From an optimization exercise on the open Yosys and OpenROAD flow, aimed at small area, a short achievable clock period and few clock cycles per item; shortcuts taken in it are not production practice.
No activity file was given, so power comes from the tool's default toggle rates.

==> flow/design.v <==
module SME(clk,reset,chardata,isstring,ispattern,valid,match,match_index);
input clk;
input reset;
input [7:0] chardata;
input isstring;
input ispattern;
output reg match;
output reg [4:0] match_index;
output reg valid;
reg [6:0] s [0:31];    
reg [5:0] len;         
reg       ps;          
reg       pp;          
reg       pc;          
reg [31:0] d;          
reg [2:0] blm1;        
wire [6:0] c = chardata[6:0];
wire is_dot    = (c == 7'h2E);
wire is_caret  = (c == 7'h5E);
wire is_dollar = (c == 7'h24);
integer k;
reg [31:0] eq, sp, lenis, mask, startok, endok, prev, dnext;
always @(*) begin
	for (k = 0; k < 32; k = k + 1) begin
		eq[k] = (s[k] == c);
		sp[k] = !(s[k][6] | (|s[k][4:0]));
		lenis[k] = (len[4:0] == k);
		mask[k] = (len > k);
	end
	startok[0] = 1'b1;
	for (k = 1; k < 32; k = k + 1) startok[k] = sp[k-1];
	for (k = 0; k < 31; k = k + 1) endok[k] = sp[k+1] | lenis[k+1];
	endok[31] = 1'b1;
	prev = (pp ? {d[30:0], pc} : 32'hFFFFFFFF) & mask;
	dnext = (prev & (eq | {32{is_dot}})) | ({32{is_dollar}} & d & endok) |
	        ({32{is_caret && !pp}} & sp);
end
reg [2:0] tb [0:7];
reg [7:0] bb;
reg [3:0] anyg, selg;
reg [7:0] ohg [0:3];
reg [7:0] oh;
reg [2:0] lo;
reg       br;
reg [1:0] g;
reg [4:0] idx;
integer j;
always @(*) begin
	for (j = 0; j < 8; j = j + 1) begin
		tb[j] = j - blm1;
		bb[j] = (j < blm1);
	end
	for (k = 0; k < 4; k = k + 1) begin
		anyg[k] = |d[8*k +: 8];
		for (j = 0; j < 8; j = j + 1)
			ohg[k][j] = d[8*k + j] && !(|(d[8*k +: 8] & ((8'd1 << j) - 8'd1)));
	end
	selg[0] = anyg[0];
	selg[1] = !anyg[0] && anyg[1];
	selg[2] = !anyg[0] && !anyg[1] && anyg[2];
	selg[3] = !anyg[0] && !anyg[1] && !anyg[2];
	g = {!anyg[0] && !anyg[1], !anyg[0] && (anyg[1] || !anyg[2])};
	oh = ({8{selg[0]}} & ohg[0]) | ({8{selg[1]}} & ohg[1]) |
	     ({8{selg[2]}} & ohg[2]) | ({8{selg[3]}} & ohg[3]);
	lo = 3'd0;
	br = 1'b0;
	for (j = 0; j < 8; j = j + 1) begin
		lo = lo | ({3{oh[j]}} & tb[j]);
		br = br | (oh[j] & bb[j]);
	end
	idx = {g - {1'b0, br}, lo};
end
always @(posedge clk) begin
	if (isstring)
		for (k = 0; k < 32; k = k + 1)
			if ((ps ? lenis[k] : (k == 0)))
				s[k] <= c;
	d <= dnext;
	if (!is_dollar)
		blm1 <= (!pp || pc) ? 3'd0 : blm1 + 3'd1;
	match <= pp && !ispattern && (|anyg);    
	match_index <= idx;
end
always @(posedge clk) begin
	if (isstring)
		len <= (ps ? len : 6'd0) + 6'd1;
	pc <= ispattern && !pp && is_caret;
end
always @(posedge clk or posedge reset) begin
	if (reset) begin
		ps <= 1'b0;
		pp <= 1'b0;
		valid <= 1'b0;
	end else begin
		ps <= isstring;
		pp <= ispattern;
		valid <= pp && !ispattern;
	end
end
endmodule
Settings: LEC_CHECK=0, CAP_MARGIN=10, CORE_MARGIN=2, CORE_UTILIZATION=40, CTS_BUF_LIST=sky130_fd_sc_hd__clkbuf_8, SETUP_SLACK_MARGIN=3.0, SLEW_MARGIN=10; clock period 5.0 ns.
standard.sh (not shown) runs the stock make flow with config.mk's settings and CLKGATE_MAP_FILE= SYNTH_SCRIPT=/design/flow/synth_recipe.tcl, a recipe that flattens the netlist after the stock synthesis.
==> flow/flow/run.sh <==
#!/bin/bash
set -euo pipefail
cp config.mk my_config.mk
cat >> my_config.mk <<'EOC'
export CTS_ARGS = -sink_clustering_enable -repair_clock_nets -dont_use_dummy_load -sink_clustering_size 16 -sink_clustering_max_diameter 50 -buf_list {sky130_fd_sc_hd__clkbuf_8}
EOC
sed "s#DESIGN_CONFIG=[^ ]*#DESIGN_CONFIG=$PWD/my_config.mk#" standard.sh > my_standard.sh
bash my_standard.sh > standard.log 2>&1
The starting point passed the timing, DRC and antenna checks.
Edit:
--- a/flow/design.v
+++ b/flow/design.v
@@ -39,9 +39,7 @@
 reg [7:0] bb;
 reg [3:0] anyg, selg;
-reg [7:0] ohg [0:3];
 reg [7:0] oh;
-reg [2:0] lo;
-reg       br;
-reg [1:0] g;
+reg [2:0] lo [0:3];
+reg [3:0] br;
 reg [4:0] idx;
 integer j;
@@ -54,5 +52,11 @@
 		anyg[k] = |d[8*k +: 8];
 		for (j = 0; j < 8; j = j + 1)
-			ohg[k][j] = d[8*k + j] && !(|(d[8*k +: 8] & ((8'd1 << j) - 8'd1)));
+			oh[j] = d[8*k + j] && !(|(d[8*k +: 8] & ((8'd1 << j) - 8'd1)));
+		lo[k] = 3'd0;
+		br[k] = 1'b0;
+		for (j = 0; j < 8; j = j + 1) begin
+			lo[k] = lo[k] | ({3{oh[j]}} & tb[j]);
+			br[k] = br[k] | (oh[j] & bb[j]);
+		end
 	end
 	selg[0] = anyg[0];
@@ -60,14 +64,10 @@
 	selg[2] = !anyg[0] && !anyg[1] && anyg[2];
 	selg[3] = !anyg[0] && !anyg[1] && !anyg[2];
-	g = {!anyg[0] && !anyg[1], !anyg[0] && (anyg[1] || !anyg[2])};
-	oh = ({8{selg[0]}} & ohg[0]) | ({8{selg[1]}} & ohg[1]) |
-	     ({8{selg[2]}} & ohg[2]) | ({8{selg[3]}} & ohg[3]);
-	lo = 3'd0;
-	br = 1'b0;
-	for (j = 0; j < 8; j = j + 1) begin
-		lo = lo | ({3{oh[j]}} & tb[j]);
-		br = br | (oh[j] & bb[j]);
-	end
-	idx = {g - {1'b0, br}, lo};
+	idx[2:0] = ({3{selg[0]}} & lo[0]) | ({3{selg[1]}} & lo[1]) |
+	           ({3{selg[2]}} & lo[2]) | ({3{selg[3]}} & lo[3]);
+	idx[4:3] = ({2{selg[0]}} & (br[0] ? 2'd3 : 2'd0)) |
+	           ({2{selg[1]}} & (br[1] ? 2'd0 : 2'd1)) |
+	           ({2{selg[2]}} & (br[2] ? 2'd1 : 2'd2)) |
+	           ({2{selg[3]}} & (br[3] ? 2'd2 : 2'd3));
 end
 always @(posedge clk) begin
@@ -82,17 +82,17 @@
 	match_index <= idx;
 end
-always @(posedge clk) begin
-	if (isstring)
-		len <= (ps ? len : 6'd0) + 6'd1;
-	pc <= ispattern && !pp && is_caret;
-end
 always @(posedge clk or posedge reset) begin
 	if (reset) begin
+		len <= 6'd0;
 		ps <= 1'b0;
 		pp <= 1'b0;
+		pc <= 1'b0;
 		valid <= 1'b0;
 	end else begin
 		ps <= isstring;
 		pp <= ispattern;
+		if (isstring)
+			len <= (ps ? len : 6'd0) + 6'd1;
+		pc <= ispattern && !pp && is_caret;
 		valid <= pp && !ispattern;
 	end
Non-clock buffer count falls by 28.
Clock power drops by about 4%.
Critical path depth fell by 9.
Total power went up by about 0.9%.
Maximum frequency grows by about 5.6%.
Setup slack gains 120 ps.
Design area is higher by 2.0%.
Worst hold slack hardly moves.
Die area climbs by 4.7%.
Final cell count went up by 6.1%.
Synthesized area came out higher by 4.8%.
Clock-buffer cell count goes down by 2.
Function was not checked in any run of this note: the RTL went through the layout flow alone.

afterwards: timing with drivers on the ports:
How much do the figures lean on ideal ports? The routed layouts below were timed once more, with nothing changed but the port constraints. Step 1: set_driving_cell puts a clkbuf_16 on clk and a buf_2 on each other input, an assumption about the parent block. Step 2, shift: input delay + t, output delay - t, t = (earliest + latest rising clock arrival at the registers) / 2. This alone moves slack from input paths to output paths. Three values: ideal, step 1, step 2; two values: the first two.
run | shift t [ns] | setup WS [ns] | worst slew at a driven data input, ns
the first run | 0.610 | 2.793 / 2.793 / 2.225 | 0.21
the second run | 0.604 | 2.911 / 2.866 / 2.340 | 0.25
After both steps every run listed still meets setup and hold. For the second run, which loses most, drivers alone change the setup slack by -0.045 ns; drivers and shift together by -0.571 ns.
